Source: an optimization exercise on an open RTL-to-GDS flow (aim: small area and a short achievable clock period). Production flows keep margins and buffers that such runs may drop. Function was checked by simulation only, so behaviour that the tests miss may differ from the original.

`flow/flow/run.sh`:
```
#!/bin/bash
# Standard layout (the standard flow's synthesis, clock and constraints) with two changes
# to how the layout is optimised:
#  - timing repair is asked to leave extra setup slack, so the resizer keeps
#    improving paths beyond what the 42 ns clock requires;
#  - the input/output port buffers are buf_2 instead of the default choice.
set -euo pipefail
bash standard.sh SETUP_SLACK_MARGIN=22 "BUFFER_PORTS_ARGS=-buffer_cell sky130_fd_sc_hd__buf_2" finish > orfs_flow.log 2>&1
```
`flow/standard.sh`:
```
#!/bin/bash
# synth_recipe.tcl (not shown) runs the flow's synth.tcl, then flattens the netlist and writes it again
# the make line also repeats each setting of config.mk as NAME=value (left out here)
make -C /OpenROAD-flow-scripts/flow DESIGN_CONFIG=/design/flow/config.mk WORK_HOME=/design/flow/orfs CLKGATE_MAP_FILE= SYNTH_SCRIPT=/design/flow/synth_recipe.tcl "${@:-finish}"
```
`flow/constraint.sdc`:
```
create_clock -name core_clock -period 42.0 [get_ports {clk}]
set_input_delay 8.4000 -clock core_clock [delete_from_list [all_inputs] [get_ports {clk}]]
set_output_delay 8.4000 -clock core_clock [all_outputs]
set_load 0.01 [all_outputs]
```
`flow/design.v`:
```
module mul16 (
	input  logic [15:0] a, b,
	output logic [31:0] p
);
	logic one0, two0, neg0;
	logic e1;
	logic e2;
	logic e3;
	logic e4;
	logic e5;
	logic e6;
	logic e7;
	logic e8;
	logic e9;
	logic e10;
	logic e11;
	logic e12;
	logic e13;
	logic e14;
	logic e15;
	logic e16;
	logic e17;
	logic ns18;
	logic one1, two1, neg1;
	logic e19;
	logic e20;
	logic e21;
	logic e22;
	logic e23;
	logic e24;
	logic e25;
	logic e26;
	logic e27;
	logic e28;
	logic e29;
	logic e30;
	logic e31;
	logic e32;
	logic e33;
	logic e34;
	logic e35;
	logic ns36;
	logic one2, two2, neg2;
	logic e37;
	logic e38;
	logic e39;
	logic e40;
	logic e41;
	logic e42;
	logic e43;
	logic e44;
	logic e45;
	logic e46;
	logic e47;
	logic e48;
	logic e49;
	logic e50;
	logic e51;
	logic e52;
	logic e53;
	logic ns54;
	logic one3, two3, neg3;
	logic e55;
	logic e56;
	logic e57;
	logic e58;
	logic e59;
	logic e60;
	logic e61;
	logic e62;
	logic e63;
	logic e64;
	logic e65;
	logic e66;
	logic e67;
	logic e68;
	logic e69;
	logic e70;
	logic e71;
	logic ns72;
	logic one4, two4, neg4;
	logic e73;
	logic e74;
	logic e75;
	logic e76;
	logic e77;
	logic e78;
	logic e79;
	logic e80;
	logic e81;
	logic e82;
	logic e83;
	logic e84;
	logic e85;
	logic e86;
	logic e87;
	logic e88;
	logic e89;
	logic ns90;
	logic one5, two5, neg5;
	logic e91;
	logic e92;
	logic e93;
	logic e94;
	logic e95;
	logic e96;
	logic e97;
	logic e98;
	logic e99;
	logic e100;
	logic e101;
	logic e102;
	logic e103;
	logic e104;
	logic e105;
	logic e106;
	logic e107;
	logic ns108;
	logic one6, two6, neg6;
	logic e109;
	logic e110;
	logic e111;
	logic e112;
	logic e113;
	logic e114;
	logic e115;
	logic e116;
	logic e117;
	logic e118;
	logic e119;
	logic e120;
	logic e121;
	logic e122;
	logic e123;
	logic e124;
	logic e125;
	logic ns126;
	logic one7, two7, neg7;
	logic e127;
	logic e128;
	logic e129;
	logic e130;
	logic e131;
	logic e132;
	logic e133;
	logic e134;
	logic e135;
	logic e136;
	logic e137;
	logic e138;
	logic e139;
	logic e140;
	logic e141;
	logic e142;
	logic e143;
	logic ns144;
	logic e145;
	logic e146;
	logic e147;
	logic e148;
	logic e149;
	logic e150;
	logic e151;
	logic e152;
	logic e153;
	logic e154;
	logic e155;
	logic e156;
	logic e157;
	logic e158;
	logic e159;
	logic e160;
	logic s161;
	logic c162;
	logic s163;
	logic c164;
	logic s165;
	logic c166;
	logic s167;
	logic c168;
	logic s169;
	logic c170;
	logic s171;
	logic c172;
	logic s173;
	logic c174;
	logic s175;
	logic c176;
	logic s177;
	logic c178;
	logic s179;
	logic c180;
	logic s181;
	logic c182;
	logic s183;
	logic c184;
	logic s185;
	logic c186;
	logic s187;
	logic c188;
	logic s189;
	logic c190;
	logic s191;
	logic c192;
	logic s193;
	logic c194;
	logic s195;
	logic c196;
	logic s197;
	logic c198;
	logic s199;
	logic c200;
	logic s201;
	logic c202;
	logic s203;
	logic c204;
	logic s205;
	logic c206;
	logic s207;
	logic c208;
	logic s209;
	logic c210;
	logic s211;
	logic c212;
	logic s213;
	logic c214;
	logic s215;
	logic c216;
	logic s217;
	logic c218;
	logic s219;
	logic c220;
	logic s221;
	logic c222;
	logic s223;
	logic c224;
	logic s225;
	logic c226;
	logic s227;
	logic c228;
	logic s229;
	logic c230;
	logic s231;
	logic c232;
	logic s233;
	logic c234;
	logic s235;
	logic c236;
	logic s237;
	logic c238;
	logic s239;
	logic c240;
	logic s241;
	logic c242;
	logic s243;
	logic c244;
	logic s245;
	logic c246;
	logic s247;
	logic c248;
	logic s249;
	logic c250;
	logic s251;
	logic c252;
	logic s253;
	logic c254;
	logic s255;
	logic c256;
	logic s257;
	logic c258;
	logic s259;
	logic c260;
	logic s261;
	logic c262;
	logic s263;
	logic c264;
	logic s265;
	logic c266;
	logic s267;
	logic c268;
	logic s269;
	logic c270;
	logic s271;
	logic c272;
	logic s273;
	logic c274;
	logic s275;
	logic c276;
	logic s277;
	logic c278;
	logic s279;
	logic c280;
	logic s281;
	logic c282;
	logic s283;
	logic c284;
	logic s285;
	logic c286;
	logic s287;
	logic c288;
	logic s289;
	logic c290;
	logic s291;
	logic c292;
	logic s293;
	logic c294;
	logic s295;
	logic c296;
	logic s297;
	logic c298;
	logic s299;
	logic c300;
	logic s301;
	logic c302;
	logic s303;
	logic c304;
	logic s305;
	logic c306;
	logic s307;
	logic c308;
	logic s309;
	logic c310;
	logic s311;
	logic c312;
	logic s313;
	logic c314;
	logic s315;
	logic c316;
	logic s317;
	logic c318;
	logic s319;
	logic c320;
	logic s321;
	logic c322;
	logic s323;
	logic c324;
	logic s325;
	logic c326;
	logic s327;
	logic c328;
	logic s329;
	logic c330;
	logic s331;
	logic c332;
	logic s333;
	logic c334;
	logic s335;
	logic c336;
	logic s337;
	logic c338;
	logic s339;
	logic c340;
	logic s341;
	logic c342;
	logic s343;
	logic c344;
	logic s345;
	logic c346;
	logic s347;
	logic c348;
	logic s349;
	logic c350;
	logic s351;
	logic c352;
	logic s353;
	logic c354;
	logic s355;
	logic c356;
	logic s357;
	logic c358;
	logic s359;
	logic c360;
	logic s361;
	logic c362;
	logic s363;
	logic c364;
	logic s365;
	logic c366;
	logic s367;
	logic c368;
	logic s369;
	logic c370;
	logic s371;
	logic c372;
	logic s373;
	logic c374;
	logic s375;
	logic c376;
	logic s377;
	logic c378;
	logic s379;
	logic c380;
	logic s381;
	logic c382;
	logic s383;
	logic c384;
	logic s385;
	logic c386;
	logic s387;
	logic c388;
	logic s389;
	logic c390;
	logic s391;
	logic c392;
	logic s393;
	logic c394;
	logic s395;
	logic c396;
	logic s397;
	logic c398;
	logic s399;
	logic c400;
	logic s401;
	logic c402;
	logic s403;
	logic c404;
	logic s405;
	logic c406;
	logic s407;
	logic c408;
	logic s409;
	logic c410;
	logic s411;
	logic c412;
	logic s413;
	logic c414;
	logic s415;
	logic c416;
	logic s417;
	logic c418;
	logic s419;
	logic c420;
	logic s421;
	logic c422;
	logic s423;
	logic c424;
	logic s425;
	logic c426;
	logic s427;
	logic c428;
	logic s429;
	logic c430;
	logic s431;
	logic c432;
	logic s433;
	logic c434;
	logic s435;
	logic c436;
	logic s437;
	logic c438;
	logic s439;
	logic c440;
	logic s441;
	logic c442;
	logic s443;
	logic c444;
	logic s445;
	logic c446;
	logic s447;
	logic c448;
	logic s449;
	logic c450;
	logic s451;
	logic c452;
	logic s453;
	logic c454;
	logic s455;
	logic c456;
	logic s457;
	logic c458;
	logic s459;
	logic c460;
	logic s461;
	logic c462;
	logic s463;
	logic c464;
	logic s465;
	logic c466;
	logic s467;
	logic c468;
	logic s469;
	logic c470;
	logic s471;
	logic c472;
	logic s473;
	logic c474;
	logic s475;
	logic c476;
	logic s477;
	logic c478;
	logic s479;
	logic c480;
	logic s481;
	logic c482;
	logic s483;
	logic c484;
	logic s485;
	logic c486;
	logic s487;
	logic c488;
	logic s489;
	logic c490;
	logic s491;
	logic c492;
	assign one0 = b[0] ^ 1'b0;
	assign two0 = (b[1] & ~b[0] & ~1'b0) | (~b[1] & b[0] & 1'b0);
	assign neg0 = b[1];
	assign e1 = ((one0 & a[0])) ^ neg0;
	assign e2 = ((one0 & a[1]) | (two0 & a[0])) ^ neg0;
	assign e3 = ((one0 & a[2]) | (two0 & a[1])) ^ neg0;
	assign e4 = ((one0 & a[3]) | (two0 & a[2])) ^ neg0;
	assign e5 = ((one0 & a[4]) | (two0 & a[3])) ^ neg0;
	assign e6 = ((one0 & a[5]) | (two0 & a[4])) ^ neg0;
	assign e7 = ((one0 & a[6]) | (two0 & a[5])) ^ neg0;
	assign e8 = ((one0 & a[7]) | (two0 & a[6])) ^ neg0;
	assign e9 = ((one0 & a[8]) | (two0 & a[7])) ^ neg0;
	assign e10 = ((one0 & a[9]) | (two0 & a[8])) ^ neg0;
	assign e11 = ((one0 & a[10]) | (two0 & a[9])) ^ neg0;
	assign e12 = ((one0 & a[11]) | (two0 & a[10])) ^ neg0;
	assign e13 = ((one0 & a[12]) | (two0 & a[11])) ^ neg0;
	assign e14 = ((one0 & a[13]) | (two0 & a[12])) ^ neg0;
	assign e15 = ((one0 & a[14]) | (two0 & a[13])) ^ neg0;
	assign e16 = ((one0 & a[15]) | (two0 & a[14])) ^ neg0;
	assign e17 = ((two0 & a[15])) ^ neg0;
	assign ns18 = ~neg0;
	assign one1 = b[2] ^ b[1];
	assign two1 = (b[3] & ~b[2] & ~b[1]) | (~b[3] & b[2] & b[1]);
	assign neg1 = b[3];
	assign e19 = ((one1 & a[0])) ^ neg1;
	assign e20 = ((one1 & a[1]) | (two1 & a[0])) ^ neg1;
	assign e21 = ((one1 & a[2]) | (two1 & a[1])) ^ neg1;
	assign e22 = ((one1 & a[3]) | (two1 & a[2])) ^ neg1;
	assign e23 = ((one1 & a[4]) | (two1 & a[3])) ^ neg1;
	assign e24 = ((one1 & a[5]) | (two1 & a[4])) ^ neg1;
	assign e25 = ((one1 & a[6]) | (two1 & a[5])) ^ neg1;
	assign e26 = ((one1 & a[7]) | (two1 & a[6])) ^ neg1;
	assign e27 = ((one1 & a[8]) | (two1 & a[7])) ^ neg1;
	assign e28 = ((one1 & a[9]) | (two1 & a[8])) ^ neg1;
	assign e29 = ((one1 & a[10]) | (two1 & a[9])) ^ neg1;
	assign e30 = ((one1 & a[11]) | (two1 & a[10])) ^ neg1;
	assign e31 = ((one1 & a[12]) | (two1 & a[11])) ^ neg1;
	assign e32 = ((one1 & a[13]) | (two1 & a[12])) ^ neg1;
	assign e33 = ((one1 & a[14]) | (two1 & a[13])) ^ neg1;
	assign e34 = ((one1 & a[15]) | (two1 & a[14])) ^ neg1;
	assign e35 = ((two1 & a[15])) ^ neg1;
	assign ns36 = ~neg1;
	assign one2 = b[4] ^ b[3];
	assign two2 = (b[5] & ~b[4] & ~b[3]) | (~b[5] & b[4] & b[3]);
	assign neg2 = b[5];
	assign e37 = ((one2 & a[0])) ^ neg2;
	assign e38 = ((one2 & a[1]) | (two2 & a[0])) ^ neg2;
	assign e39 = ((one2 & a[2]) | (two2 & a[1])) ^ neg2;
	assign e40 = ((one2 & a[3]) | (two2 & a[2])) ^ neg2;
	assign e41 = ((one2 & a[4]) | (two2 & a[3])) ^ neg2;
	assign e42 = ((one2 & a[5]) | (two2 & a[4])) ^ neg2;
	assign e43 = ((one2 & a[6]) | (two2 & a[5])) ^ neg2;
	assign e44 = ((one2 & a[7]) | (two2 & a[6])) ^ neg2;
	assign e45 = ((one2 & a[8]) | (two2 & a[7])) ^ neg2;
	assign e46 = ((one2 & a[9]) | (two2 & a[8])) ^ neg2;
	assign e47 = ((one2 & a[10]) | (two2 & a[9])) ^ neg2;
	assign e48 = ((one2 & a[11]) | (two2 & a[10])) ^ neg2;
	assign e49 = ((one2 & a[12]) | (two2 & a[11])) ^ neg2;
	assign e50 = ((one2 & a[13]) | (two2 & a[12])) ^ neg2;
	assign e51 = ((one2 & a[14]) | (two2 & a[13])) ^ neg2;
	assign e52 = ((one2 & a[15]) | (two2 & a[14])) ^ neg2;
	assign e53 = ((two2 & a[15])) ^ neg2;
	assign ns54 = ~neg2;
	assign one3 = b[6] ^ b[5];
	assign two3 = (b[7] & ~b[6] & ~b[5]) | (~b[7] & b[6] & b[5]);
	assign neg3 = b[7];
	assign e55 = ((one3 & a[0])) ^ neg3;
	assign e56 = ((one3 & a[1]) | (two3 & a[0])) ^ neg3;
	assign e57 = ((one3 & a[2]) | (two3 & a[1])) ^ neg3;
	assign e58 = ((one3 & a[3]) | (two3 & a[2])) ^ neg3;
	assign e59 = ((one3 & a[4]) | (two3 & a[3])) ^ neg3;
	assign e60 = ((one3 & a[5]) | (two3 & a[4])) ^ neg3;
	assign e61 = ((one3 & a[6]) | (two3 & a[5])) ^ neg3;
	assign e62 = ((one3 & a[7]) | (two3 & a[6])) ^ neg3;
	assign e63 = ((one3 & a[8]) | (two3 & a[7])) ^ neg3;
	assign e64 = ((one3 & a[9]) | (two3 & a[8])) ^ neg3;
	assign e65 = ((one3 & a[10]) | (two3 & a[9])) ^ neg3;
	assign e66 = ((one3 & a[11]) | (two3 & a[10])) ^ neg3;
	assign e67 = ((one3 & a[12]) | (two3 & a[11])) ^ neg3;
	assign e68 = ((one3 & a[13]) | (two3 & a[12])) ^ neg3;
	assign e69 = ((one3 & a[14]) | (two3 & a[13])) ^ neg3;
	assign e70 = ((one3 & a[15]) | (two3 & a[14])) ^ neg3;
	assign e71 = ((two3 & a[15])) ^ neg3;
	assign ns72 = ~neg3;
	assign one4 = b[8] ^ b[7];
	assign two4 = (b[9] & ~b[8] & ~b[7]) | (~b[9] & b[8] & b[7]);
	assign neg4 = b[9];
	assign e73 = ((one4 & a[0])) ^ neg4;
	assign e74 = ((one4 & a[1]) | (two4 & a[0])) ^ neg4;
	assign e75 = ((one4 & a[2]) | (two4 & a[1])) ^ neg4;
	assign e76 = ((one4 & a[3]) | (two4 & a[2])) ^ neg4;
	assign e77 = ((one4 & a[4]) | (two4 & a[3])) ^ neg4;
	assign e78 = ((one4 & a[5]) | (two4 & a[4])) ^ neg4;
	assign e79 = ((one4 & a[6]) | (two4 & a[5])) ^ neg4;
	assign e80 = ((one4 & a[7]) | (two4 & a[6])) ^ neg4;
	assign e81 = ((one4 & a[8]) | (two4 & a[7])) ^ neg4;
	assign e82 = ((one4 & a[9]) | (two4 & a[8])) ^ neg4;
	assign e83 = ((one4 & a[10]) | (two4 & a[9])) ^ neg4;
	assign e84 = ((one4 & a[11]) | (two4 & a[10])) ^ neg4;
	assign e85 = ((one4 & a[12]) | (two4 & a[11])) ^ neg4;
	assign e86 = ((one4 & a[13]) | (two4 & a[12])) ^ neg4;
	assign e87 = ((one4 & a[14]) | (two4 & a[13])) ^ neg4;
	assign e88 = ((one4 & a[15]) | (two4 & a[14])) ^ neg4;
	assign e89 = ((two4 & a[15])) ^ neg4;
	assign ns90 = ~neg4;
	assign one5 = b[10] ^ b[9];
	assign two5 = (b[11] & ~b[10] & ~b[9]) | (~b[11] & b[10] & b[9]);
	assign neg5 = b[11];
	assign e91 = ((one5 & a[0])) ^ neg5;
	assign e92 = ((one5 & a[1]) | (two5 & a[0])) ^ neg5;
	assign e93 = ((one5 & a[2]) | (two5 & a[1])) ^ neg5;
	assign e94 = ((one5 & a[3]) | (two5 & a[2])) ^ neg5;
	assign e95 = ((one5 & a[4]) | (two5 & a[3])) ^ neg5;
	assign e96 = ((one5 & a[5]) | (two5 & a[4])) ^ neg5;
	assign e97 = ((one5 & a[6]) | (two5 & a[5])) ^ neg5;
	assign e98 = ((one5 & a[7]) | (two5 & a[6])) ^ neg5;
	assign e99 = ((one5 & a[8]) | (two5 & a[7])) ^ neg5;
	assign e100 = ((one5 & a[9]) | (two5 & a[8])) ^ neg5;
	assign e101 = ((one5 & a[10]) | (two5 & a[9])) ^ neg5;
	assign e102 = ((one5 & a[11]) | (two5 & a[10])) ^ neg5;
	assign e103 = ((one5 & a[12]) | (two5 & a[11])) ^ neg5;
	assign e104 = ((one5 & a[13]) | (two5 & a[12])) ^ neg5;
	assign e105 = ((one5 & a[14]) | (two5 & a[13])) ^ neg5;
	assign e106 = ((one5 & a[15]) | (two5 & a[14])) ^ neg5;
	assign e107 = ((two5 & a[15])) ^ neg5;
	assign ns108 = ~neg5;
	assign one6 = b[12] ^ b[11];
	assign two6 = (b[13] & ~b[12] & ~b[11]) | (~b[13] & b[12] & b[11]);
	assign neg6 = b[13];
	assign e109 = ((one6 & a[0])) ^ neg6;
	assign e110 = ((one6 & a[1]) | (two6 & a[0])) ^ neg6;
	assign e111 = ((one6 & a[2]) | (two6 & a[1])) ^ neg6;
	assign e112 = ((one6 & a[3]) | (two6 & a[2])) ^ neg6;
	assign e113 = ((one6 & a[4]) | (two6 & a[3])) ^ neg6;
	assign e114 = ((one6 & a[5]) | (two6 & a[4])) ^ neg6;
	assign e115 = ((one6 & a[6]) | (two6 & a[5])) ^ neg6;
	assign e116 = ((one6 & a[7]) | (two6 & a[6])) ^ neg6;
	assign e117 = ((one6 & a[8]) | (two6 & a[7])) ^ neg6;
	assign e118 = ((one6 & a[9]) | (two6 & a[8])) ^ neg6;
	assign e119 = ((one6 & a[10]) | (two6 & a[9])) ^ neg6;
	assign e120 = ((one6 & a[11]) | (two6 & a[10])) ^ neg6;
	assign e121 = ((one6 & a[12]) | (two6 & a[11])) ^ neg6;
	assign e122 = ((one6 & a[13]) | (two6 & a[12])) ^ neg6;
	assign e123 = ((one6 & a[14]) | (two6 & a[13])) ^ neg6;
	assign e124 = ((one6 & a[15]) | (two6 & a[14])) ^ neg6;
	assign e125 = ((two6 & a[15])) ^ neg6;
	assign ns126 = ~neg6;
	assign one7 = b[14] ^ b[13];
	assign two7 = (b[15] & ~b[14] & ~b[13]) | (~b[15] & b[14] & b[13]);
	assign neg7 = b[15];
	assign e127 = ((one7 & a[0])) ^ neg7;
	assign e128 = ((one7 & a[1]) | (two7 & a[0])) ^ neg7;
	assign e129 = ((one7 & a[2]) | (two7 & a[1])) ^ neg7;
	assign e130 = ((one7 & a[3]) | (two7 & a[2])) ^ neg7;
	assign e131 = ((one7 & a[4]) | (two7 & a[3])) ^ neg7;
	assign e132 = ((one7 & a[5]) | (two7 & a[4])) ^ neg7;
	assign e133 = ((one7 & a[6]) | (two7 & a[5])) ^ neg7;
	assign e134 = ((one7 & a[7]) | (two7 & a[6])) ^ neg7;
	assign e135 = ((one7 & a[8]) | (two7 & a[7])) ^ neg7;
	assign e136 = ((one7 & a[9]) | (two7 & a[8])) ^ neg7;
	assign e137 = ((one7 & a[10]) | (two7 & a[9])) ^ neg7;
	assign e138 = ((one7 & a[11]) | (two7 & a[10])) ^ neg7;
	assign e139 = ((one7 & a[12]) | (two7 & a[11])) ^ neg7;
	assign e140 = ((one7 & a[13]) | (two7 & a[12])) ^ neg7;
	assign e141 = ((one7 & a[14]) | (two7 & a[13])) ^ neg7;
	assign e142 = ((one7 & a[15]) | (two7 & a[14])) ^ neg7;
	assign e143 = ((two7 & a[15])) ^ neg7;
	assign ns144 = ~neg7;
	assign e145 = a[0] & b[15];
	assign e146 = a[1] & b[15];
	assign e147 = a[2] & b[15];
	assign e148 = a[3] & b[15];
	assign e149 = a[4] & b[15];
	assign e150 = a[5] & b[15];
	assign e151 = a[6] & b[15];
	assign e152 = a[7] & b[15];
	assign e153 = a[8] & b[15];
	assign e154 = a[9] & b[15];
	assign e155 = a[10] & b[15];
	assign e156 = a[11] & b[15];
	assign e157 = a[12] & b[15];
	assign e158 = a[13] & b[15];
	assign e159 = a[14] & b[15];
	assign e160 = a[15] & b[15];
	assign s161 = ns18 ^ e34;
	assign c162 = ns18 & e34;
	assign s163 = e35 ^ e51;
	assign c164 = e35 & e51;
	assign s165 = e11 ^ e27;
	assign c166 = e11 & e27;
	assign s167 = e12 ^ e28;
	assign c168 = e12 & e28;
	assign s169 = e13 ^ e29 ^ e45;
	assign c170 = (e13 & e29) | (e13 & e45) | (e29 & e45);
	assign s171 = e61 ^ e77;
	assign c172 = e61 & e77;
	assign s173 = e14 ^ e30 ^ e46;
	assign c174 = (e14 & e30) | (e14 & e46) | (e30 & e46);
	assign s175 = e62 ^ e78;
	assign c176 = e62 & e78;
	assign s177 = e15 ^ e31 ^ e47;
	assign c178 = (e15 & e31) | (e15 & e47) | (e31 & e47);
	assign s179 = e63 ^ e79 ^ e95;
	assign c180 = (e63 & e79) | (e63 & e95) | (e79 & e95);
	assign s181 = e111 ^ e127;
	assign c182 = e111 & e127;
	assign s183 = e16 ^ e32 ^ e48;
	assign c184 = (e16 & e32) | (e16 & e48) | (e32 & e48);
	assign s185 = e64 ^ e80 ^ e96;
	assign c186 = (e64 & e80) | (e64 & e96) | (e80 & e96);
	assign s187 = e112 ^ e128;
	assign c188 = e112 & e128;
	assign s189 = e17 ^ e33 ^ e49;
	assign c190 = (e17 & e33) | (e17 & e49) | (e33 & e49);
	assign s191 = e65 ^ e81 ^ e97;
	assign c192 = (e65 & e81) | (e65 & e97) | (e81 & e97);
	assign s193 = e113 ^ e129 ^ e145;
	assign c194 = (e113 & e129) | (e113 & e145) | (e129 & e145);
	assign s195 = s161 ^ e50 ^ e66;
	assign c196 = (s161 & e50) | (s161 & e66) | (e50 & e66);
	assign s197 = e82 ^ e98 ^ e114;
	assign c198 = (e82 & e98) | (e82 & e114) | (e98 & e114);
	assign s199 = e130 ^ e146 ^ 1'b1;
	assign c200 = (e130 & e146) | (e130 & 1'b1) | (e146 & 1'b1);
	assign s201 = c162 ^ s163 ^ e67;
	assign c202 = (c162 & s163) | (c162 & e67) | (s163 & e67);
	assign s203 = e83 ^ e99 ^ e115;
	assign c204 = (e83 & e99) | (e83 & e115) | (e99 & e115);
	assign s205 = e131 ^ e147 ^ 1'b1;
	assign c206 = (e131 & e147) | (e131 & 1'b1) | (e147 & 1'b1);
	assign s207 = c164 ^ ns36 ^ e52;
	assign c208 = (c164 & ns36) | (c164 & e52) | (ns36 & e52);
	assign s209 = e68 ^ e84 ^ e100;
	assign c210 = (e68 & e84) | (e68 & e100) | (e84 & e100);
	assign s211 = e116 ^ e132 ^ e148;
	assign c212 = (e116 & e132) | (e116 & e148) | (e132 & e148);
	assign s213 = e53 ^ e69 ^ e85;
	assign c214 = (e53 & e69) | (e53 & e85) | (e69 & e85);
	assign s215 = e101 ^ e117 ^ e133;
	assign c216 = (e101 & e117) | (e101 & e133) | (e117 & e133);
	assign s217 = e149 ^ 1'b1;
	assign c218 = e149 & 1'b1;
	assign s219 = ns54 ^ e70 ^ e86;
	assign c220 = (ns54 & e70) | (ns54 & e86) | (e70 & e86);
	assign s221 = e102 ^ e118 ^ e134;
	assign c222 = (e102 & e118) | (e102 & e134) | (e118 & e134);
	assign s223 = e71 ^ e87 ^ e103;
	assign c224 = (e71 & e87) | (e71 & e103) | (e87 & e103);
	assign s225 = e119 ^ e135;
	assign c226 = e119 & e135;
	assign s227 = ns72 ^ e88 ^ e104;
	assign c228 = (ns72 & e88) | (ns72 & e104) | (e88 & e104);
	assign s229 = e89 ^ e105;
	assign c230 = e89 & e105;
	assign s231 = e7 ^ e23;
	assign c232 = e7 & e23;
	assign s233 = e8 ^ e24;
	assign c234 = e8 & e24;
	assign s235 = e9 ^ e25 ^ e41;
	assign c236 = (e9 & e25) | (e9 & e41) | (e25 & e41);
	assign s237 = e57 ^ e73;
	assign c238 = e57 & e73;
	assign s239 = e10 ^ e26 ^ e42;
	assign c240 = (e10 & e26) | (e10 & e42) | (e26 & e42);
	assign s241 = e58 ^ e74;
	assign c242 = e58 & e74;
	assign s243 = s165 ^ e43 ^ e59;
	assign c244 = (s165 & e43) | (s165 & e59) | (e43 & e59);
	assign s245 = e75 ^ e91 ^ neg5;
	assign c246 = (e75 & e91) | (e75 & neg5) | (e91 & neg5);
	assign s247 = c166 ^ s167 ^ e44;
	assign c248 = (c166 & s167) | (c166 & e44) | (s167 & e44);
	assign s249 = e60 ^ e76 ^ e92;
	assign c250 = (e60 & e76) | (e60 & e92) | (e76 & e92);
	assign s251 = c168 ^ s169 ^ s171;
	assign c252 = (c168 & s169) | (c168 & s171) | (s169 & s171);
	assign s253 = e93 ^ e109 ^ neg6;
	assign c254 = (e93 & e109) | (e93 & neg6) | (e109 & neg6);
	assign s255 = c170 ^ c172 ^ s173;
	assign c256 = (c170 & c172) | (c170 & s173) | (c172 & s173);
	assign s257 = s175 ^ e94 ^ e110;
	assign c258 = (s175 & e94) | (s175 & e110) | (e94 & e110);
	assign s259 = c174 ^ c176 ^ s177;
	assign c260 = (c174 & c176) | (c174 & s177) | (c176 & s177);
	assign s261 = s179 ^ s181 ^ neg7;
	assign c262 = (s179 & s181) | (s179 & neg7) | (s181 & neg7);
	assign s263 = c178 ^ c180 ^ c182;
	assign c264 = (c178 & c180) | (c178 & c182) | (c180 & c182);
	assign s265 = s183 ^ s185 ^ s187;
	assign c266 = (s183 & s185) | (s183 & s187) | (s185 & s187);
	assign s267 = c184 ^ c186 ^ c188;
	assign c268 = (c184 & c186) | (c184 & c188) | (c186 & c188);
	assign s269 = s189 ^ s191 ^ s193;
	assign c270 = (s189 & s191) | (s189 & s193) | (s191 & s193);
	assign s271 = c190 ^ c192 ^ c194;
	assign c272 = (c190 & c192) | (c190 & c194) | (c192 & c194);
	assign s273 = s195 ^ s197 ^ s199;
	assign c274 = (s195 & s197) | (s195 & s199) | (s197 & s199);
	assign s275 = c196 ^ c198 ^ c200;
	assign c276 = (c196 & c198) | (c196 & c200) | (c198 & c200);
	assign s277 = s201 ^ s203 ^ s205;
	assign c278 = (s201 & s203) | (s201 & s205) | (s203 & s205);
	assign s279 = c202 ^ c204 ^ c206;
	assign c280 = (c202 & c204) | (c202 & c206) | (c204 & c206);
	assign s281 = s207 ^ s209 ^ s211;
	assign c282 = (s207 & s209) | (s207 & s211) | (s209 & s211);
	assign s283 = c208 ^ c210 ^ c212;
	assign c284 = (c208 & c210) | (c208 & c212) | (c210 & c212);
	assign s285 = s213 ^ s215 ^ s217;
	assign c286 = (s213 & s215) | (s213 & s217) | (s215 & s217);
	assign s287 = c214 ^ c216 ^ c218;
	assign c288 = (c214 & c216) | (c214 & c218) | (c216 & c218);
	assign s289 = s219 ^ s221 ^ e150;
	assign c290 = (s219 & s221) | (s219 & e150) | (s221 & e150);
	assign s291 = c220 ^ c222 ^ s223;
	assign c292 = (c220 & c222) | (c220 & s223) | (c222 & s223);
	assign s293 = s225 ^ e151 ^ 1'b1;
	assign c294 = (s225 & e151) | (s225 & 1'b1) | (e151 & 1'b1);
	assign s295 = c224 ^ c226 ^ s227;
	assign c296 = (c224 & c226) | (c224 & s227) | (c226 & s227);
	assign s297 = e120 ^ e136 ^ e152;
	assign c298 = (e120 & e136) | (e120 & e152) | (e136 & e152);
	assign s299 = c228 ^ s229 ^ e121;
	assign c300 = (c228 & s229) | (c228 & e121) | (s229 & e121);
	assign s301 = e137 ^ e153 ^ 1'b1;
	assign c302 = (e137 & e153) | (e137 & 1'b1) | (e153 & 1'b1);
	assign s303 = c230 ^ ns90 ^ e106;
	assign c304 = (c230 & ns90) | (c230 & e106) | (ns90 & e106);
	assign s305 = e122 ^ e138 ^ e154;
	assign c306 = (e122 & e138) | (e122 & e154) | (e138 & e154);
	assign s307 = e107 ^ e123 ^ e139;
	assign c308 = (e107 & e123) | (e107 & e139) | (e123 & e139);
	assign s309 = e155 ^ 1'b1;
	assign c310 = e155 & 1'b1;
	assign s311 = ns108 ^ e124 ^ e140;
	assign c312 = (ns108 & e124) | (ns108 & e140) | (e124 & e140);
	assign s313 = e125 ^ e141;
	assign c314 = e125 & e141;
	assign s315 = e5 ^ e21;
	assign c316 = e5 & e21;
	assign s317 = e6 ^ e22;
	assign c318 = e6 & e22;
	assign s319 = s231 ^ e39 ^ e55;
	assign c320 = (s231 & e39) | (s231 & e55) | (e39 & e55);
	assign s321 = c232 ^ s233 ^ e40;
	assign c322 = (c232 & s233) | (c232 & e40) | (s233 & e40);
	assign s323 = c234 ^ s235 ^ s237;
	assign c324 = (c234 & s235) | (c234 & s237) | (s235 & s237);
	assign s325 = c236 ^ c238 ^ s239;
	assign c326 = (c236 & c238) | (c236 & s239) | (c238 & s239);
	assign s327 = c240 ^ c242 ^ s243;
	assign c328 = (c240 & c242) | (c240 & s243) | (c242 & s243);
	assign s329 = c244 ^ c246 ^ s247;
	assign c330 = (c244 & c246) | (c244 & s247) | (c246 & s247);
	assign s331 = c248 ^ c250 ^ s251;
	assign c332 = (c248 & c250) | (c248 & s251) | (c250 & s251);
	assign s333 = c252 ^ c254 ^ s255;
	assign c334 = (c252 & c254) | (c252 & s255) | (c254 & s255);
	assign s335 = c256 ^ c258 ^ s259;
	assign c336 = (c256 & c258) | (c256 & s259) | (c258 & s259);
	assign s337 = c260 ^ c262 ^ s263;
	assign c338 = (c260 & c262) | (c260 & s263) | (c262 & s263);
	assign s339 = c264 ^ c266 ^ s267;
	assign c340 = (c264 & c266) | (c264 & s267) | (c266 & s267);
	assign s341 = c268 ^ c270 ^ s271;
	assign c342 = (c268 & c270) | (c268 & s271) | (c270 & s271);
	assign s343 = c272 ^ c274 ^ s275;
	assign c344 = (c272 & c274) | (c272 & s275) | (c274 & s275);
	assign s345 = c276 ^ c278 ^ s279;
	assign c346 = (c276 & c278) | (c276 & s279) | (c278 & s279);
	assign s347 = c280 ^ c282 ^ s283;
	assign c348 = (c280 & c282) | (c280 & s283) | (c282 & s283);
	assign s349 = c284 ^ c286 ^ s287;
	assign c350 = (c284 & c286) | (c284 & s287) | (c286 & s287);
	assign s351 = c288 ^ c290 ^ s291;
	assign c352 = (c288 & c290) | (c288 & s291) | (c290 & s291);
	assign s353 = c292 ^ c294 ^ s295;
	assign c354 = (c292 & c294) | (c292 & s295) | (c294 & s295);
	assign s355 = c296 ^ c298 ^ s299;
	assign c356 = (c296 & c298) | (c296 & s299) | (c298 & s299);
	assign s357 = c300 ^ c302 ^ s303;
	assign c358 = (c300 & c302) | (c300 & s303) | (c302 & s303);
	assign s359 = c304 ^ c306 ^ s307;
	assign c360 = (c304 & c306) | (c304 & s307) | (c306 & s307);
	assign s361 = c308 ^ c310 ^ s311;
	assign c362 = (c308 & c310) | (c308 & s311) | (c310 & s311);
	assign s363 = c312 ^ s313 ^ e157;
	assign c364 = (c312 & s313) | (c312 & e157) | (s313 & e157);
	assign s365 = c314 ^ ns126 ^ e142;
	assign c366 = (c314 & ns126) | (c314 & e142) | (ns126 & e142);
	assign s367 = e143 ^ e159;
	assign c368 = e143 & e159;
	assign s369 = e3 ^ e19;
	assign c370 = e3 & e19;
	assign s371 = e4 ^ e20;
	assign c372 = e4 & e20;
	assign s373 = s315 ^ e37 ^ neg2;
	assign c374 = (s315 & e37) | (s315 & neg2) | (e37 & neg2);
	assign s375 = c316 ^ s317 ^ e38;
	assign c376 = (c316 & s317) | (c316 & e38) | (s317 & e38);
	assign s377 = c318 ^ s319 ^ neg3;
	assign c378 = (c318 & s319) | (c318 & neg3) | (s319 & neg3);
	assign s379 = c320 ^ s321 ^ e56;
	assign c380 = (c320 & s321) | (c320 & e56) | (s321 & e56);
	assign s381 = c322 ^ s323 ^ neg4;
	assign c382 = (c322 & s323) | (c322 & neg4) | (s323 & neg4);
	assign s383 = c324 ^ s325 ^ s241;
	assign c384 = (c324 & s325) | (c324 & s241) | (s325 & s241);
	assign s385 = c326 ^ s327 ^ s245;
	assign c386 = (c326 & s327) | (c326 & s245) | (s327 & s245);
	assign s387 = c328 ^ s329 ^ s249;
	assign c388 = (c328 & s329) | (c328 & s249) | (s329 & s249);
	assign s389 = c330 ^ s331 ^ s253;
	assign c390 = (c330 & s331) | (c330 & s253) | (s331 & s253);
	assign s391 = c332 ^ s333 ^ s257;
	assign c392 = (c332 & s333) | (c332 & s257) | (s333 & s257);
	assign s393 = c334 ^ s335 ^ s261;
	assign c394 = (c334 & s335) | (c334 & s261) | (s335 & s261);
	assign s395 = c336 ^ s337 ^ s265;
	assign c396 = (c336 & s337) | (c336 & s265) | (s337 & s265);
	assign s397 = c338 ^ s339 ^ s269;
	assign c398 = (c338 & s339) | (c338 & s269) | (s339 & s269);
	assign s399 = c340 ^ s341 ^ s273;
	assign c400 = (c340 & s341) | (c340 & s273) | (s341 & s273);
	assign s401 = c342 ^ s343 ^ s277;
	assign c402 = (c342 & s343) | (c342 & s277) | (s343 & s277);
	assign s403 = c344 ^ s345 ^ s281;
	assign c404 = (c344 & s345) | (c344 & s281) | (s345 & s281);
	assign s405 = c346 ^ s347 ^ s285;
	assign c406 = (c346 & s347) | (c346 & s285) | (s347 & s285);
	assign s407 = c348 ^ s349 ^ s289;
	assign c408 = (c348 & s349) | (c348 & s289) | (s349 & s289);
	assign s409 = c350 ^ s351 ^ s293;
	assign c410 = (c350 & s351) | (c350 & s293) | (s351 & s293);
	assign s411 = c352 ^ s353 ^ s297;
	assign c412 = (c352 & s353) | (c352 & s297) | (s353 & s297);
	assign s413 = c354 ^ s355 ^ s301;
	assign c414 = (c354 & s355) | (c354 & s301) | (s355 & s301);
	assign s415 = c356 ^ s357 ^ s305;
	assign c416 = (c356 & s357) | (c356 & s305) | (s357 & s305);
	assign s417 = c358 ^ s359 ^ s309;
	assign c418 = (c358 & s359) | (c358 & s309) | (s359 & s309);
	assign s419 = c360 ^ s361 ^ e156;
	assign c420 = (c360 & s361) | (c360 & e156) | (s361 & e156);
	assign s421 = c362 ^ s363 ^ 1'b1;
	assign c422 = (c362 & s363) | (c362 & 1'b1) | (s363 & 1'b1);
	assign s423 = c364 ^ s365 ^ e158;
	assign c424 = (c364 & s365) | (c364 & e158) | (s365 & e158);
	assign s425 = c366 ^ s367 ^ 1'b1;
	assign c426 = (c366 & s367) | (c366 & 1'b1) | (s367 & 1'b1);
	assign s427 = c368 ^ ns144 ^ e160;
	assign c428 = (c368 & ns144) | (c368 & e160) | (ns144 & e160);
	assign s429 = e1 ^ neg0;
	assign c430 = e1 & neg0;
	assign s431 = e2 ^ c430;
	assign c432 = e2 & c430;
	assign s433 = s369 ^ neg1 ^ c432;
	assign c434 = (s369 & neg1) | (s369 & c432) | (neg1 & c432);
	assign s435 = c370 ^ s371 ^ c434;
	assign c436 = (c370 & s371) | (c370 & c434) | (s371 & c434);
	assign s437 = c372 ^ s373 ^ c436;
	assign c438 = (c372 & s373) | (c372 & c436) | (s373 & c436);
	assign s439 = c374 ^ s375 ^ c438;
	assign c440 = (c374 & s375) | (c374 & c438) | (s375 & c438);
	assign s441 = c376 ^ s377 ^ c440;
	assign c442 = (c376 & s377) | (c376 & c440) | (s377 & c440);
	assign s443 = c378 ^ s379 ^ c442;
	assign c444 = (c378 & s379) | (c378 & c442) | (s379 & c442);
	assign s445 = c380 ^ s381 ^ c444;
	assign c446 = (c380 & s381) | (c380 & c444) | (s381 & c444);
	assign s447 = c382 ^ s383 ^ c446;
	assign c448 = (c382 & s383) | (c382 & c446) | (s383 & c446);
	assign s449 = c384 ^ s385 ^ c448;
	assign c450 = (c384 & s385) | (c384 & c448) | (s385 & c448);
	assign s451 = c386 ^ s387 ^ c450;
	assign c452 = (c386 & s387) | (c386 & c450) | (s387 & c450);
	assign s453 = c388 ^ s389 ^ c452;
	assign c454 = (c388 & s389) | (c388 & c452) | (s389 & c452);
	assign s455 = c390 ^ s391 ^ c454;
	assign c456 = (c390 & s391) | (c390 & c454) | (s391 & c454);
	assign s457 = c392 ^ s393 ^ c456;
	assign c458 = (c392 & s393) | (c392 & c456) | (s393 & c456);
	assign s459 = c394 ^ s395 ^ c458;
	assign c460 = (c394 & s395) | (c394 & c458) | (s395 & c458);
	assign s461 = c396 ^ s397 ^ c460;
	assign c462 = (c396 & s397) | (c396 & c460) | (s397 & c460);
	assign s463 = c398 ^ s399 ^ c462;
	assign c464 = (c398 & s399) | (c398 & c462) | (s399 & c462);
	assign s465 = c400 ^ s401 ^ c464;
	assign c466 = (c400 & s401) | (c400 & c464) | (s401 & c464);
	assign s467 = c402 ^ s403 ^ c466;
	assign c468 = (c402 & s403) | (c402 & c466) | (s403 & c466);
	assign s469 = c404 ^ s405 ^ c468;
	assign c470 = (c404 & s405) | (c404 & c468) | (s405 & c468);
	assign s471 = c406 ^ s407 ^ c470;
	assign c472 = (c406 & s407) | (c406 & c470) | (s407 & c470);
	assign s473 = c408 ^ s409 ^ c472;
	assign c474 = (c408 & s409) | (c408 & c472) | (s409 & c472);
	assign s475 = c410 ^ s411 ^ c474;
	assign c476 = (c410 & s411) | (c410 & c474) | (s411 & c474);
	assign s477 = c412 ^ s413 ^ c476;
	assign c478 = (c412 & s413) | (c412 & c476) | (s413 & c476);
	assign s479 = c414 ^ s415 ^ c478;
	assign c480 = (c414 & s415) | (c414 & c478) | (s415 & c478);
	assign s481 = c416 ^ s417 ^ c480;
	assign c482 = (c416 & s417) | (c416 & c480) | (s417 & c480);
	assign s483 = c418 ^ s419 ^ c482;
	assign c484 = (c418 & s419) | (c418 & c482) | (s419 & c482);
	assign s485 = c420 ^ s421 ^ c484;
	assign c486 = (c420 & s421) | (c420 & c484) | (s421 & c484);
	assign s487 = c422 ^ s423 ^ c486;
	assign c488 = (c422 & s423) | (c422 & c486) | (s423 & c486);
	assign s489 = c424 ^ s425 ^ c488;
	assign c490 = (c424 & s425) | (c424 & c488) | (s425 & c488);
	assign s491 = c426 ^ s427 ^ c490;
	assign c492 = (c426 & s427) | (c426 & c490) | (s427 & c490);
	assign p[0] = s429;
	assign p[1] = s431;
	assign p[2] = s433;
	assign p[3] = s435;
	assign p[4] = s437;
	assign p[5] = s439;
	assign p[6] = s441;
	assign p[7] = s443;
	assign p[8] = s445;
	assign p[9] = s447;
	assign p[10] = s449;
	assign p[11] = s451;
	assign p[12] = s453;
	assign p[13] = s455;
	assign p[14] = s457;
	assign p[15] = s459;
	assign p[16] = s461;
	assign p[17] = s463;
	assign p[18] = s465;
	assign p[19] = s467;
	assign p[20] = s469;
	assign p[21] = s471;
	assign p[22] = s473;
	assign p[23] = s475;
	assign p[24] = s477;
	assign p[25] = s479;
	assign p[26] = s481;
	assign p[27] = s483;
	assign p[28] = s485;
	assign p[29] = s487;
	assign p[30] = s489;
	assign p[31] = s491;
endmodule
module div_steps #(parameter int JHI = 15, parameter int JLO = 0) (
	input  logic [15:0]      r_in,
	input  logic [JHI:JLO]   a,
	input  logic [15:0]      b,
	output logic [15:0]      r_out,
	output logic [JHI:JLO]   q
);
	logic [15:0] rr [JLO:JHI+1];
	assign rr[JHI+1] = r_in;
	for (genvar j = JHI; j >= JLO; j--) begin : st
		localparam int W = 16 - j;
		logic [W-1:0] t, d;
		logic         bo, hz;
		if (W == 1) begin : w1
			assign t = a[j];
		end else begin : wn
			assign t = {rr[j+1][W-2:0], a[j]};
		end
		assign {bo, d} = {1'b0, t} - {1'b0, b[W-1:0]};
		if (W == 16) begin : hz16
			assign hz = 1'b1;
		end else begin : hzn
			assign hz = ~|b[15:W];
		end
		assign q[j] = hz & ~bo;
		if (W == 16) begin : o16
			assign rr[j] = q[j] ? d : t;
		end else begin : on
			assign rr[j] = {{(16-W){1'b0}}, q[j] ? d : t};
		end
	end
	assign r_out = rr[JLO];
endmodule
module pr2_cpu(
	input  logic        clk,
	input  logic        rst,
	output logic [5:0]  pc,
	input  logic [17:0] instr,
	output logic [4:0]  dmem_addr,
	output logic [15:0] dmem_wdata,
	output logic        dmem_we,
	input  logic [15:0] dmem_rdata,
	input  logic        init_en,
	input  logic [3:0]  init_addr,
	input  logic [3:0]  init_data,
	input  logic [3:0]  dbg_addr,
	output logic [15:0] dbg_data
	);
	localparam int DK = 7;    
	logic [5:0] op;
	logic [3:0] rs, rt, rd;
	assign op = instr[17:12];
	assign rs = instr[11:8];
	assign rt = instr[7:4];
	assign rd = instr[3:0];
	logic cJ, cB1, cB2, cM, cI, cR, jump;
	assign cJ  = (op[5:1] == 5'b00000);    
	assign cB1 = (op[5:1] == 5'b00001);    
	assign cB2 = (op[5:2] == 4'b0001);     
	assign cM  = (op[5:3] == 3'b001);      
	assign cI  = (op[5:4] == 2'b01);       
	assign cR  = op[5];                    
	assign jump = cJ | (op[5:2] == 4'b1000);
	logic [15:0] regs [16];
	logic [15:0] RD1, RD2, WD;
	logic [3:0]  WA;
	assign RD1 = regs[rs];
	assign RD2 = regs[rt];
	assign dbg_data = regs[dbg_addr];
	for (genvar k = 0; k < 16; k++) begin : rf
		always_ff @(posedge clk)
			if (WA == k) regs[k] <= WD;
	end
	logic [15:0] SignImm, ZeroImm, CompImm, opb;
	assign SignImm = {{12{rd[3]}}, rd};
	assign ZeroImm = {12'b0, rd};
	assign CompImm = op[1] ? (op[0] ? {~rd, 12'hFFF} : {8'b0, rd, 4'b0}) : {4'b0, rd, 8'b0};
	assign opb = cR ? RD2 : ((op[2] & cI) ? ((op[3] | (op[0] & op[1])) ? CompImm : ZeroImm) : SignImm);
	logic [3:0]  F;
	logic [15:0] g, sum, lg, alu_out;
	logic        cout, ovs, slt;
	assign F = (op[3] & op[2]) ? 4'b0101 : op[3:0];
	assign g = F[1] ? ~opb : opb;
	assign {cout, sum} = {1'b0, RD1} + {1'b0, g} + {16'b0, F[1]};
	assign ovs = (sum[15] ^ RD1[15]) & ~(RD1[15] ^ g[15]);
	assign slt = F[0] ? ~cout : (ovs ? cout : sum[15]);
	always_comb
		case (F[1:0])
			2'b00: lg = RD1 & opb;
			2'b01: lg = RD1 | opb;
			2'b10: lg = RD1 ^ opb;
			default: lg = ~(RD1 | opb);
		endcase
	assign alu_out = F[2] ? lg : (F[3] ? {15'b0, slt} : sum);
	logic [15:0] sh_in, sh_r, sh_out, sh_s0, sh_s1, sh_s2;
	logic        sh_left, sh_fill;
	assign sh_left = (op[1:0] == 2'b00);
	assign sh_fill = op[1] & RD2[15];
	for (genvar i = 0; i < 16; i++) begin : rv
		assign sh_in[i] = sh_left ? RD2[15-i] : RD2[i];
		assign sh_out[i] = sh_left ? sh_r[15-i] : sh_r[i];
	end
	assign sh_s0 = RD1[0] ? {sh_fill, sh_in[15:1]} : sh_in;
	assign sh_s1 = RD1[1] ? {{2{sh_fill}}, sh_s0[15:2]} : sh_s0;
	assign sh_s2 = RD1[2] ? {{4{sh_fill}}, sh_s1[15:4]} : sh_s1;
	assign sh_r  = RD1[3] ? {{8{sh_fill}}, sh_s2[15:8]} : sh_s2;
	localparam logic [1:0] MD_RES = 2'd0, MD_MUL = 2'd1, MD_DIV = 2'd2;
	logic [1:0]  mode;
	logic [15:0] hr, lr, xr;
	logic [15:0] fH, fL, mH, mL, dR, dQl;
	logic [31:0] prod;
	mul16 mul (.a(hr), .b(lr), .p(prod));
	div_steps #(.JHI(15-DK), .JLO(0)) div2 (
		.r_in(hr), .a(lr[15:DK]), .b(xr), .r_out(dR), .q(dQl[15-DK:0]));
	assign dQl[15:16-DK] = lr[DK-1:0];
	always_comb
		case (mode)
			MD_MUL: begin fH = prod[31:16]; fL = prod[15:0]; end
			MD_DIV: begin fH = dR; fL = dQl; end
			default: begin fH = hr; fL = lr; end
		endcase
	logic [15:0] d1R;
	logic [15:16-DK] d1Q;
	div_steps #(.JHI(15), .JLO(16-DK)) div1 (
		.r_in(16'b0), .a(RD1[15:16-DK]), .b(RD2), .r_out(d1R), .q(d1Q));
	always_ff @(posedge clk) begin
		if (op[2]) begin
			if (op[0]) begin
				mode <= MD_RES; hr <= RD1; lr <= RD1;
			end else if (op[1]) begin
				mode <= MD_DIV; hr <= d1R; lr <= {RD1[15-DK:0], d1Q}; xr <= RD2;
			end else begin
				mode <= MD_MUL; hr <= RD1; lr <= RD2;
			end
		end else if (op[0]) begin
			mode <= MD_RES;
			if (op[1]) begin hr <= fH; lr <= RD1; end
			else       begin hr <= RD1; lr <= fL; end
		end
	end
	logic [15:0] mul_out;
	assign mul_out = op[1] ? fL : fH;
	logic [15:0] R_out;
	always_comb
		if (cI | (cR & op[4]))       R_out = alu_out;
		else if (cR & ~op[3])        R_out = sh_out;
		else if (cR)                 R_out = mul_out;
		else                         R_out = 16'b0;
	logic [5:0]  addr6;
	logic [15:0] MOut, ld, bsel;
	assign addr6 = RD1[5:0] + SignImm[5:0];
	assign MOut = dmem_rdata;
	assign dmem_addr = addr6[5:1];
	assign dmem_we = op[2] & cM;
	assign dmem_wdata = op[0] ? RD2 : (addr6[0] ? {RD2[7:0], MOut[15:8]} : {MOut[15:8], RD2[7:0]});
	assign bsel = addr6[0] ? {8'b0, MOut[15:8]} : {8'b0, MOut[7:0]};
	assign ld = op[0] ? MOut : {{8{bsel[7] & ~op[1]}}, bsel[7:0]};
	logic [5:0] pc1, pc_next;
	logic       taken, eq, lez;
	assign pc1 = pc + 6'd1;
	assign eq  = (RD1 == RD2);
	assign lez = RD1[15] | (RD1 == 16'b0);
	assign taken = (cB1 & (op[0] ^ RD1[15])) |
	               (cB2 & (op[0] ^ (op[1] ? lez : eq)));
	assign pc_next = taken ? (pc1 + SignImm[5:0]) : (jump ? (cR ? RD1[5:0] : instr[5:0]) : pc1);
	always_ff @(posedge clk)
		if (rst) pc <= 6'd0;
		else if (!init_en) pc <= pc_next;
	always_comb begin
		if (init_en) begin
			WA = init_addr;
			WD = {12'b0, init_data};
		end else begin
			WA = jump ? 4'd15 : (cR ? rd : rt);
			WD = cM ? ld : ((jump & op[0]) ? {10'b0, pc1} : R_out);
		end
	end
endmodule
```
`flow/config.mk`:
```
export PLATFORM = sky130hd
export DESIGN_NAME = pr2_cpu
export DESIGN_NICKNAME = pr2_cpu
export VERILOG_FILES = /design/flow/design.v
export SDC_FILE = /design/flow/constraint.sdc
export NUM_CORES = 4
export LEC_CHECK = 0
export ABC_AREA = 1
export CAP_MARGIN = 20
export CORE_MARGIN = 2
export CORE_UTILIZATION = 55
export CTS_BUF_LIST = sky130_fd_sc_hd__clkbuf_4
export PLACE_DENSITY = 0.7
export SLEW_MARGIN = 20
```
==> impl_metrics.toml, run 1 <==
[run_status]
status = "timing/DRC/antenna clean"

[final_layout]
finish.instance_area_um2 = 38800
seqCellArea_um2 = 9310
fill_cells = 5948
drive_gt1_frac = 0.112
final_common_cell = "nand2_1"
final_cell_mix = "1057 x nand2_1, 626 x inv_1, 306 x edfxtp_1"
multi_input_area_um2 = 22900
post-route-util = 0.616
finalNetCount = 5308
area_growth_pct = 10.9

[synthesis]
syn_avg_cell_area_um2 = 7.40
synthArstFlopShare = 0
synth_top_family_by_area = "simple AND/OR/NAND/NOR gates"
ys_ff_latch = 312
synthMuxAreaShare = 0
synth-xor-area-share = 0.0664
synthDistinctLibCells = 55
synth_flop_cell = "edfxtp_1"
syn_nets = 5140
synth_edf_count = 306
netlist_instances = 4723
synth_compound_area_frac = 0.195
synth-adder-area-share = 0.163
yosysWarnings = 6
syn_area_um2 = 35000
synth-simple-area-share = 0.214
seq_area_frac_synth = 0.266

[clock_tree]
max-clock-path-buffers = 3
numCtsBuffers = 77
cts_root_buffer = "clkbuf_4"
ctsHoldBuffers = 0
clock_sinks = 312
clkSlewWorstSetupHoldPaths_ns = 0.07
clk_latency_ns = 0.88
htreeDepth = 3
cts_tree = "done"

[setup_path]
worst_ep_arrival_time_ns = 11.57
worst-path-max-fanout = 9
reg2reg_to = "regs[2][1]"
r2r_slack_ns = 23.77
endpoint_kind = "output port"
cpMostUsedCell = "inv_1"
r2r-start = "lr[15]"
worstPathRequired_ns = 33.60
crit_type = "in2out"
rr_worst_depth = 101
critPathSlowestCell = "a221oi_1"
cp_slowest_stage_delay_ns = 0.50
crit_chain = "buf_8 -> inv_2 -> nor2_1 -> nand2_2 -> inv_1 -> a221oi_1 -> nand4_1 -> o21ai_4 -> clkinvlp_4 -> ha_1 -> a21oi_2 -> xor2_1 -> xnor2_1 -> inv_1 -> buf_2"
startpoint_type = "primary input"

[global_route]
antenna_found_initial = 5
grt_overflow = 0
grt_pass1_wl_mm = 219
gr-usage-all-layers = 0.442
grt_pass1_vias = 35100
grt_max_degree = 41

[placement]
numPortBuffers = 92
place_hpwl_mm = 111
gp_congestion = 1.11
placed_area_um2 = 36600

[routing]
via_count = 37300
detail_route.wl_per_cell_um = 25.7
drt_iter0_drc = 5664
viasPerCell = 6.44
first_pass_iters = 10
drtAntennaViolNets = 0
drc = 0
routed_wl_mm = 149

[timing]
hold_viol = 0
setup_violations = 0
fin_skew_ns = 0.0934
max_freq_ghz = 0.0501
finalMaxSlewViolations = 0
min_period_over_period = 0.475
period_minus_slack_ns = 19.97
hold-worst-slack_ns = 0.600
maxSlewHeadroom = 0.237
tightest_slew_ns = 1.13
rsz0062_at_grt = "true"
setup_tns_ns = 0

[floorplanning]
dieArea_um2 = 65600
start_util = 0.555
chipWidth_um = 256
die_h_um = 256
ios = 93
fp-row-count = 92
core_area_um2 = 63000

[hold_path]
min_from = "pc[3]"
whs_endpoint = "pc[3]"
hold_path_class = "reg2reg"
whs_path_depth = 4

[run]
cap_violations = 0
registers in the layout, summed over array words and instances (netlist names):
register / cells
hr: 16
lr: 16
mode: 2
pc: 6
regs: 256
xr: 16
how the worst max path moves through the flow:
stage | startpoint | to | slack, ns
final | instr[9] | dmem_addr[4] | 22.03
after global routing | instr[11] | dmem_addr[4] | 21.98
after CTS | instr[9] | dmem_addr[4] | 21.85
after detailed placement | instr[9] | dmem_wdata[7] | 20.60
after global placement | instr[9] | dmem_wdata[7] | 20.64
after floorplan | instr[11] | dmem_addr[4] | 22.51
worst max-delay path: cells and delay by family:
kind | cells | cell delay, ns
AOI/OAI and AO/OA | 3 | 0.92
xor gates and xnor gates | 2 | 0.34
adders and majority gates | 1 | 0.36
buffers and inverters | 6 | 0.89
and+or+nand+nor | 3 | 0.63
cells by family after synthesis:
kind of cell / count (synthesis)
buffers and inverters: 869
DFF: 312
AOI/OAI and AO/OA: 1114
xor gates and xnor gates: 265
and+or+nand+nor: 1794
adders and majority gates: 369
final cells by class:
cell class,count,share of cell area
Timing Repair Buffer,258,0.0467
Multi-Input combinational cell,3542,0.590
Inverter,699,0.0695
Clock inverter,40,0.00674
Timing Repair inverter,1,0.000129
Sequential cell,312,0.240
Antenna cell,4,0.000258
Clock buffer,97,0.0188
Tap cell,846,0.0273
what timing repair did:
item,4_1_cts,5_1_grt
gates resized for setup,45,128
pin swaps,4,18
cloned,1,1
setup buffers,19,39
endpoints found under the setup margin,24,292
Yosys cell counts (30+ instances only):
library cell     n  share of area
o21ai_1         46         0.0066
o21ai_0        299          0.043
fa_1           146          0.084
xor2_1         222          0.056
a21oi_1        220          0.031
nand2_1       1086           0.12
nand4_1         39         0.0070
nor3_1          41         0.0059
a31oi_1         30         0.0054
o211ai_1        30         0.0064
ha_1           222          0.079
o22ai_1        251          0.045
a221oi_1        43          0.011
o2111ai_1       38         0.0095
xnor2_1         43          0.011
nand3_1        284          0.041
nor2_1         256          0.027
edfxtp_1       306           0.26
clkbuf_1       123          0.013
inv_1          645          0.069
o221ai_1        47          0.012
per-stage QoR:
stage | setup slack [ns] | std cells
after global placement | 20.64 | 5596
after global routing | 21.98 | 5799
after floorplan | 22.51 | 4723
after detailed placement | 20.60 | 5598
final | 22.03 | 5799
after CTS | 21.85 | 5755
layer usage:
metal / GRT usage / wire (um) / vias to the layer above
met2: 0.662 / 63300 / 2821
met1: 0.565 / 55200 / 17200
met3: 0.106 / 18600 / 679
li1: - / - / 16600
met4: 0.303 / 12000 / 2
met5: 0 / 18 / -
==> run 2: changes to the inputs <==
--- a/flow/config.mk
+++ b/flow/config.mk
@@ -10,5 +10,4 @@
 export CORE_MARGIN = 2
-export CORE_UTILIZATION = 55
-export CTS_BUF_LIST = sky130_fd_sc_hd__clkbuf_4
-export PLACE_DENSITY = 0.7
+export CORE_UTILIZATION = 40
+export CTS_BUF_LIST = sky130_fd_sc_hd__clkbuf_8
 export SLEW_MARGIN = 20
==> impl_metrics.toml, run 2 <==
[final_layout]
largest_reg_flops = 256
regMostFlops = "regs"
finalNonFillerCells = 6066
finalNetCount = 5284
drive_gt1_frac = 0.104
area_growth_pct = 12.1
final_cell_mix = "1056 x nand2_1, 641 x inv_1, 306 x edfxtp_1"
antenna-diode-count = 0
final_common_cell = "nand2_1"

[placement]
numPortBuffers = 92
place_hpwl_mm = 118
dp_cells = 5910
gp_congestion = 0.996

[floorplanning]
dieArea_um2 = 89800
chipWidth_um = 300
ios = 93
die_h_um = 300
start_util = 0.403
core_area_um2 = 86800
fp-row-count = 108

[clock_tree]
cts_tree = "done"
clk_latency_ns = 0.72
numCtsBuffers = 52
htreeDepth = 2
cts_root_buffer = "clkbuf_8"
clock_sinks = 312
clkSlewWorstSetupHoldPaths_ns = 0.07
max-clock-path-buffers = 3

[setup_path]
cpLargestDelayFamily = "simple AND/OR/NAND/NOR gates"
critical_path_depth = 9
worstPathRequired_ns = 33.60
worst-path-max-fanout = 10
rr_worst_depth = 103
cp_slowest_stage_delay_ns = 0.73
startpoint_type = "primary input"
crit_chain = "buf_2 -> nor2_1 -> inv_1 -> nor2_1 -> clkinvlp_4 -> o221ai_1 -> a2111oi_0 -> o211ai_1 -> buf_2"
endpoint_kind = "output port"
critPathSlowestCell = "nor2_1"
critPathBufInv = 4
crit_type = "in2out"
worst_ep_arrival_time_ns = 11.57

[run_status]
status = "timing/DRC/antenna clean"

[timing]
rsz0062_at_grt = "false"
tightest_slew_ns = 1.13
finalMaxSlewViolations = 0
fin_skew_ns = 0.0944
period_minus_slack_ns = 19.97
setup_violations = 0
max_freq_ghz = 0.0501
hold_viol = 0
maxSlewHeadroom = 0.229
min_period_over_period = 0.476
setup_tns_ns = 0

[routing]
drc = 0
via_count = 36700
drt_iter0_drc = 4893
routed_wl_mm = 156
first_pass_iters = 8
detail_route.wl_per_cell_um = 25.7
drtAntennaViolNets = 0
viasPerCell = 6.04

[synthesis]
ys_ff_latch = 312
syn_area_um2 = 35000
synthDistinctLibCells = 55
synth_flop_cell = "edfxtp_1"
synth_area_leader_cell = "edfxtp_1"
synthArstFlopShare = 0
seq_area_frac_synth = 0.266
yosysWarnings = 6
syn_nets = 5140
netlist_instances = 4723
synthTopCellsByCount = "1086 x nand2_1, 645 x inv_1, 306 x edfxtp_1, 299 x o21ai_0, 284 x nand3_1"
yosys.area.top_type_share = 0.263
syn_avg_cell_area_um2 = 7.40
synth_area_leaders = "edfxtp_1 26%, nand2_1 12%, fa_1 8.4%"
synth_edf_count = 306
yosys.cell_count.top_type = "nand2_1"

[global_route]
grt_pass1_vias = 34500
antenna_found_initial = 4
grt_pass1_wl_mm = 227
grt_overflow = 0
grt_max_degree = 41
gr-usage-all-layers = 0.338

[run]
cap_violations = 0

[hold_path]
whs_path_depth = 2
hold_path_class = "reg2reg"
-- run 2: path summary, 6_finish.rpt --
kind,slack [ns],to,start
setup / recovery,22.03,dbg_data[14],dbg_addr[3]
hold / removal,0.63,pc[2],pc[2]
hold reg to reg,0.63,pc[2],pc[2]
setup reg to reg,23.50,regs[0][0],lr[15]
-- run 2: through the flow --
step / util / hold WS [ns] / cell area, um^2 / setup WS [ns]
after global placement: 0.427 / 0.583 / 37000 / 20.45
after detailed placement: 0.427 / 0.602 / 37000 / 20.44
after floorplan: - / 0.584 / 35000 / 22.51
after global routing: 0.452 / 0.634 / 39200 / 22.01
after CTS: 0.445 / 0.614 / 38600 / 21.98
final: 0.452 / 0.627 / 39200 / 22.03
-- run 2: per-layer routing --
metal  global-route usage  wire length, um  vias up
met2                0.516            66900     2288
met4                0.145             7770        2
met5                    0               13        -
li1                     -                -    16500
met1                0.472            64700    17500
met3               0.0552            16300      410
-- run 2: tightest hold or removal path, cell delays in order (launching register included) --
cell and delay, ns:
dfxtp_1 0.38, o21bai_1 0.16, nor2_1 0.04
-- run 2: area by class of cell --
type,count,area (um^2)
Inverter,699,2680
Clock inverter,46,398
Clock buffer,52,716
Timing Repair inverter,1,5.00
Sequential cell,312,9310
Multi-Input combinational cell,3543,22800
Tap cell,1155,1450
Fill cell,9034,47500
Timing Repair Buffer,258,1830
-- run 2: what timing repair did --
action	4_1_cts	5_1_grt
hold buffers	0	0
hold endpoints to repair	0	0
gates resized for setup	66	90
cloned	2	1
endpoints found under the setup margin	290	287
buffers inserted	23	32
pin swaps	10	15
-- run 2: kinds of logic after synthesis --
family                   count (synthesis)  synth area share
AND/OR/NAND/NOR                       1794             0.214
AO/OA/AOI/OAI                         1114             0.195
buffers and inverters                  869            0.0949
adder cells (fa/ha/maj)                369             0.163
flip-flops                             312             0.266
XOR/XNOR                               265            0.0664

[separate check: timing with driven ports]
The results above use ideal ports. As a check the final layouts listed here were re-extracted and re-timed, cells and wires unchanged. Step 1 (the two cells are an assumption about what drives the block):
set clk [get_ports {clk}]
set_driving_cell -lib_cell sky130_fd_sc_hd__clkbuf_16 $clk
set_driving_cell -lib_cell sky130_fd_sc_hd__buf_2 [delete_from_list [all_inputs] $clk]
Step 2 adds t to the input delays and takes it off the output delays; t is the mean of the earliest and latest rising clock arrival at the registers after step 1. Input paths then give back, and output paths get back, about the clock's delay inside the block. a / b / c = ideal / step 1 / step 2; a / b = the first two.
run | t (ns) | setup slack, ns | worst register clock-pin slew, ns
run 1 | 0.894 | 22.029 / 21.979 / 21.850 | 0.08 / 0.08
run 2 | 0.729 | 22.028 / 22.006 / 22.006 | 0.08 / 0.08
After both steps every run listed still meets setup and hold. The setup slack of run 1, which loses most, moves by -0.050 ns with the drivers and by -0.179 ns with both steps.
